This is an optimization exercise on Yosys and OpenROAD, whose aim is small area, a short achievable clock period and few clock cycles, not a production implementation.
RTL that was checked went through simulation tests only; none was proved equivalent to the original.
Power is estimated from default activity; no workload was simulated.

== build 57 ==
Design circle, start of the top module:
module circle(
     input  logic       clk,
     input  logic       rst_n,
     input  logic [2:0] colour,
     input  logic [7:0] centre_x,
     input  logic [6:0] centre_y,
     input  logic [7:0] radius,
     input  logic       start,
     output logic       done,
     output logic [7:0] vga_x,
     output logic [6:0] vga_y,
     output logic [2:0] vga_colour,
     output logic       vga_plot
     );
     logic              busy;
     logic              prime;    
     logic [7:0]        ox, oy;
     logic signed [9:0] c;        
     logic signed [8:0] e;        
     logic [7:0]        rem;      
     logic [7:0]        cxr;      
     logic [6:0]        cyr;
     wire signed [9:0] cx = {2'b00, cxr};
     wire signed [9:0] cy = {3'b000, cyr};
     wire signed [9:0] sx = {2'b00, ox};
     wire signed [9:0] sy = {2'b00, oy};
     wire signed [9:0] xa = cx + sx;    
     wire signed [9:0] xb = cx - sx;    
     wire signed [9:0] xc = cx + sy;    
     wire signed [9:0] xd = cx - sy;    
     wire signed [9:0] ya = cy + sy;    
     wire signed [9:0] yb = cy - sy;    
     wire signed [9:0] yc = cy + sx;    
     wire signed [9:0] yd = cy - sx;    
     wire       dec = !c[9];             
     wire       dx  = dec & !prime;
     wire       dy  = !prime;
     function automatic le(input logic [9:0] a, input logic [9:0] b);
          logic r;
          r = 1'b1;
          for (int i = 0; i < 10; i++)
               if (i == 9) r = (a[i] & !b[i]) | (r & !(!a[i] & b[i]));
               else        r = (!a[i] & b[i]) | (r & !(a[i] & !b[i]));
          le = r;
     endfunction
     wire vxa = dx ? le(xa, 10'd160) : le(xa, 10'd159);
     wire vxb = dx ? (le(-10'd1, xb) && le(xb, 10'd158)) : (!xb[9] && le(xb, 10'd159));
     wire vxc = dy ? le(xc, 10'd158) : le(xc, 10'd159);
     wire vxd = dy ? (le(10'd1, xd) && le(xd, 10'd160)) : (!xd[9] && le(xd, 10'd159));
  ...
==> module circle, before the edit <==
module circle(
     input  logic       clk,
     input  logic       rst_n,
     input  logic [2:0] colour,
     input  logic [7:0] centre_x,
     input  logic [6:0] centre_y,
     input  logic [7:0] radius,
     input  logic       start,
     output logic       done,
     output logic [7:0] vga_x,
     output logic [6:0] vga_y,
     output logic [2:0] vga_colour,
     output logic       vga_plot
     );
     logic              busy;
     logic              prime;    
     logic [7:0]        ox, oy;
     logic signed [9:0] c;        
     logic signed [8:0] e;        
     logic [7:0]        rem;      
     logic [7:0]        cxr;      
     logic [6:0]        cyr;
     wire signed [9:0] cx = {2'b00, cxr};
     wire signed [9:0] cy = {3'b000, cyr};
     wire signed [9:0] sx = {2'b00, ox};
     wire signed [9:0] sy = {2'b00, oy};
     wire signed [9:0] xa = cx + sx;    
     wire signed [9:0] xb = cx - sx;    
     wire signed [9:0] xc = cx + sy;    
     wire signed [9:0] xd = cx - sy;    
     wire signed [9:0] ya = cy + sy;    
     wire signed [9:0] yb = cy - sy;    
     wire signed [9:0] yc = cy + sx;    
     wire signed [9:0] yd = cy - sx;    
     wire       dec = !c[9];             
     wire       dx  = dec & !prime;
     wire       dy  = !prime;
     function automatic le(input logic [9:0] a, input logic [9:0] b);
          logic r;
          r = 1'b1;
          for (int i = 0; i < 10; i++)
               if (i == 9) r = (a[i] & !b[i]) | (r & !(!a[i] & b[i]));
               else        r = (!a[i] & b[i]) | (r & !(a[i] & !b[i]));
          le = r;
     endfunction
     wire vxa = dx ? le(xa, 10'd160) : le(xa, 10'd159);
     wire vxb = dx ? (le(-10'd1, xb) && le(xb, 10'd158)) : (!xb[9] && le(xb, 10'd159));
     wire vxc = dy ? le(xc, 10'd158) : le(xc, 10'd159);
     wire vxd = dy ? (le(10'd1, xd) && le(xd, 10'd160)) : (!xd[9] && le(xd, 10'd159));
     wire vya = dy ? le(ya, 10'd118) : le(ya, 10'd119);
     wire vyb = dy ? (le(10'd1, yb) && le(yb, 10'd120)) : (!yb[9] && le(yb, 10'd119));
     wire vyc = dx ? le(yc, 10'd120) : le(yc, 10'd119);
     wire vyd = dx ? (le(-10'd1, yd) && le(yd, 10'd118)) : (!yd[9] && le(yd, 10'd119));
     wire signed [8:0] e_n = prime ? e : e + (dec ? 9'sd2 : 9'sd1);
     wire       dg  = (e_n == 9'sd0);       
     wire       fin = !e_n[8] && !dg;       
     wire [7:0] vis = { vxc & vyd, vxa & vyb, vxd & vyd, vxb & vyb,
                        vxd & vyc, vxb & vya, vxc & vyc, vxa & vya };
     wire [7:0] dup = ({8{prime}} & 8'b1101_1000) | ({8{dg}} & 8'b1010_1010);
     wire [7:0] vis_n = vis & ~dup;
     wire [7:0] sel = rem & (~rem + 8'd1);
     wire       adv = (rem & (rem - 8'd1)) == 8'd0;
     logic [7:0] px;
     logic [6:0] py;
     always_comb begin
          px = 8'd0;
          py = 7'd0;
          if (sel[0] | sel[6]) px = px | xa[7:0];
          if (sel[2] | sel[4]) px = px | xb[7:0];
          if (sel[1] | sel[7]) px = px | xc[7:0];
          if (sel[3] | sel[5]) px = px | xd[7:0];
          if (sel[0] | sel[2]) py = py | ya[6:0];
          if (sel[4] | sel[6]) py = py | yb[6:0];
          if (sel[1] | sel[3]) py = py | yc[6:0];
          if (sel[5] | sel[7]) py = py | yd[6:0];
     end
     wire [9:0] cinc = dec ? ({e, 1'b0} + 10'sd5) : ({1'b0, oy, 1'b0} + 10'sd3);
     always_ff @(posedge clk) begin
          cxr        <= centre_x;
          cyr        <= centre_y;
          vga_colour <= colour;
          vga_x      <= px;
          vga_y      <= py;
          rem        <= !busy ? 8'd0 : adv ? vis_n : rem & ~sel;
          if (!rst_n) begin
               busy     <= 1'b0;
               done     <= 1'b0;
               vga_plot <= 1'b0;
          end else begin
               vga_plot <= busy & (|rem);
               if (busy) begin
                    if (adv) begin
                         prime <= 1'b0;
                         if (!prime) begin
                              oy <= oy + 8'd1;
                              if (dec) ox <= ox - 8'd1;
                              c  <= c + cinc;
                              e  <= e_n;
                         end
                         if (fin) begin
                              busy <= 1'b0;
                              done <= 1'b1;
                         end
                    end
               end else if (done) begin
                    if (!start) done <= 1'b0;
               end else if (start) begin
                    busy  <= 1'b1;
                    prime <= 1'b1;
                    ox    <= radius;
                    oy    <= 8'd0;
                    c     <= 10'd0 - {2'b00, radius};
                    e     <= 9'd0 - {1'b0, radius};
               end
          end
     end
endmodule
==> flow/config.mk <==
export PLATFORM = sky130hd
export DESIGN_NAME = circle
export DESIGN_NICKNAME = circle
export VERILOG_FILES = /design/flow/design.v
export SDC_FILE = /design/flow/constraint.sdc
export NUM_CORES = 4
export LEC_CHECK = 0
export CAP_MARGIN = 20
export CORE_MARGIN = 2
export CORE_UTILIZATION = 40
export SETUP_SLACK_MARGIN = 2.0
export SLEW_MARGIN = 20
==> flow/constraint.sdc <==
create_clock -name core_clock -period 5.0 [get_ports {clk}]
set_input_delay 1.0000 -clock core_clock [delete_from_list [all_inputs] [get_ports {clk}]]
set_output_delay 1.0000 -clock core_clock [all_outputs]
set_load 0.01 [all_outputs]
run.sh (not shown) runs the stock make flow with config.mk's settings and CLKGATE_MAP_FILE= SYNTH_SCRIPT=/design/flow/synth_recipe.tcl, a recipe that flattens the netlist after the stock synthesis.
Testbench counts of build 57, summed over its fixed seeds: cycles 121,943.
Changes in build 13 relative to build 57:
--- a/flow/design.v
+++ b/flow/design.v
@@ -52,13 +52,18 @@
      wire vyc = dx ? le(yc, 10'd120) : le(yc, 10'd119);
      wire vyd = dx ? (le(-10'd1, yd) && le(yd, 10'd118)) : (!yd[9] && le(yd, 10'd119));
-     wire signed [8:0] e_n = prime ? e : e + (dec ? 9'sd2 : 9'sd1);
-     wire       dg  = (e_n == 9'sd0);       
-     wire       fin = !e_n[8] && !dg;       
+     wire signed [8:0] e_n = e + {7'd0, dec, !dec};
+     wire       em1 = (e == 9'h1ff);        
+     wire       em2 = (e == 9'h1fe);        
+     wire       dg  = prime ? (e == 9'd0) : dec ? em2 : em1;
+     wire       fin = !prime && (dec ? (!e[8] || em1) : !e[8]);
      wire [7:0] vis = { vxc & vyd, vxa & vyb, vxd & vyd, vxb & vyb,
                         vxd & vyc, vxb & vya, vxc & vyc, vxa & vya };
      wire [7:0] dup = ({8{prime}} & 8'b1101_1000) | ({8{dg}} & 8'b1010_1010);
      wire [7:0] vis_n = vis & ~dup;
-     wire [7:0] sel = rem & (~rem + 8'd1);
-     wire       adv = (rem & (rem - 8'd1)) == 8'd0;
+     logic [7:0] sel;
+     always_comb
+          for (int i = 0; i < 8; i++)
+               sel[i] = rem[i] && (i == 0 || (rem & ((8'd1 << i) - 8'd1)) == 8'd0);
+     wire       adv = (rem & ~sel) == 8'd0;
      logic [7:0] px;
      logic [6:0] py;
@@ -75,5 +80,12 @@
           if (sel[5] | sel[7]) py = py | yd[6:0];
      end
-     wire [9:0] cinc = dec ? ({e, 1'b0} + 10'sd5) : ({1'b0, oy, 1'b0} + 10'sd3);
+     wire       stp  = busy & adv & !prime;         
+     wire       load = !busy & !done & start;
+     wire [9:0] c_d = c + {e, 1'b1} + 10'd4;           
+     wire [9:0] c_s = c + {1'b0, oy, 1'b1} + 10'd2;    
+     wire [7:0] ox_n = ox - {7'd0, stp & dec};
+     wire [7:0] oy_n = oy + {7'd0, stp};
+     wire [9:0] c_n  = !stp ? c : dec ? c_d : c_s;
+     wire [8:0] e_s  = e + {7'd0, stp & dec, stp & !dec};
      always_ff @(posedge clk) begin
           cxr        <= centre_x;
@@ -83,4 +95,8 @@
           vga_y      <= py;
           rem        <= !busy ? 8'd0 : adv ? vis_n : rem & ~sel;
+          ox         <= load ? radius : ox_n;
+          oy         <= load ? 8'd0 : oy_n;
+          c          <= load ? 10'd0 - {2'b00, radius} : c_n;
+          e          <= load ? 9'd0 - {1'b0, radius} : e_s;
           if (!rst_n) begin
                busy     <= 1'b0;
@@ -92,10 +108,4 @@
                     if (adv) begin
                          prime <= 1'b0;
-                         if (!prime) begin
-                              oy <= oy + 8'd1;
-                              if (dec) ox <= ox - 8'd1;
-                              c  <= c + cinc;
-                              e  <= e_n;
-                         end
                          if (fin) begin
                               busy <= 1'b0;
@@ -108,8 +118,4 @@
                     busy  <= 1'b1;
                     prime <= 1'b1;
-                    ox    <= radius;
-                    oy    <= 8'd0;
-                    c     <= 10'd0 - {2'b00, radius};
-                    e     <= 9'd0 - {1'b0, radius};
                end
           end
==> comparison <==
The clock share of power of build 13 is lower than that of build 57.
Diff build 57 -> build 13 | post-placement cell area | up by a few percent
Number of cells on the critical path: build 57 and build 13 compared, higher one is build 57
Delta(portion of the clock cycle consumed by the worst path in the final layout, build 13 - build 57) > 0
Layout buffer count excluding clock buffers (build 13 / build 57): 0.75
The slowest stage cell on the critical path comes out ha_1 in one run and fa_1 in the other, namely in build 13 and build 57 respectively.
Build 57 -> build 13: clock buffer count in the final layout delta 0, exact match
Build 13 has setup slack below what build 57 had.
Lower layout net count among build 57 and build 13: build 57
Post-cts sizing count | build 13 above build 57
Compared with build 57, build 13 shows area after synthesis that has gone up by a few percent.
Wire length went up by more than 10% going from build 57 to build 13.
Fraction of the yosys area taken by sequential cells ended up 5.0 points lower on build 13 than on build 57.
Build 13 ended with more all-layer global routing usage than build 57.
Build 13 against build 57; global-route wire length before repair is up by more than 10%.
Function not checked in build 13: the RTL went through the layout flow alone.

==> afterwards: timing with drivers on the ports <==
How much do the figures lean on ideal ports? The routed layouts below were timed once more, with nothing changed but the port constraints. Step 1 (the two cells are an assumption about what drives the block):
set clk [get_ports {clk}]
set_driving_cell -lib_cell sky130_fd_sc_hd__clkbuf_16 $clk
set_driving_cell -lib_cell sky130_fd_sc_hd__buf_2 [delete_from_list [all_inputs] $clk]
Step 2 adds t to the input delays and takes it off the output delays; t is the mean of the earliest and latest rising clock arrival at the registers after step 1. Input paths then give back, and output paths get back, about the clock's delay inside the block. Slacks: no drivers / after step 1 / after step 2; pairs: no drivers / after step 1.
| run | t, ns | setup WS [ns] | clock arrival spread, ns | slew at the worst register clock pin (ns) |
|---|---|---|---|---|
| build 57 | 0.396 | 2.109 / 2.109 / 2.102 | 0.012 / 0.012 | 0.07 / 0.07 |
| build 13 | 0.401 | 2.014 / 2.014 / 1.873 | 0.011 / 0.010 | 0.07 / 0.07 |
After both steps setup and hold are still met in every run listed. The setup slack of build 13, which loses most, moves by 0.000 ns with the drivers and by -0.141 ns with both steps.
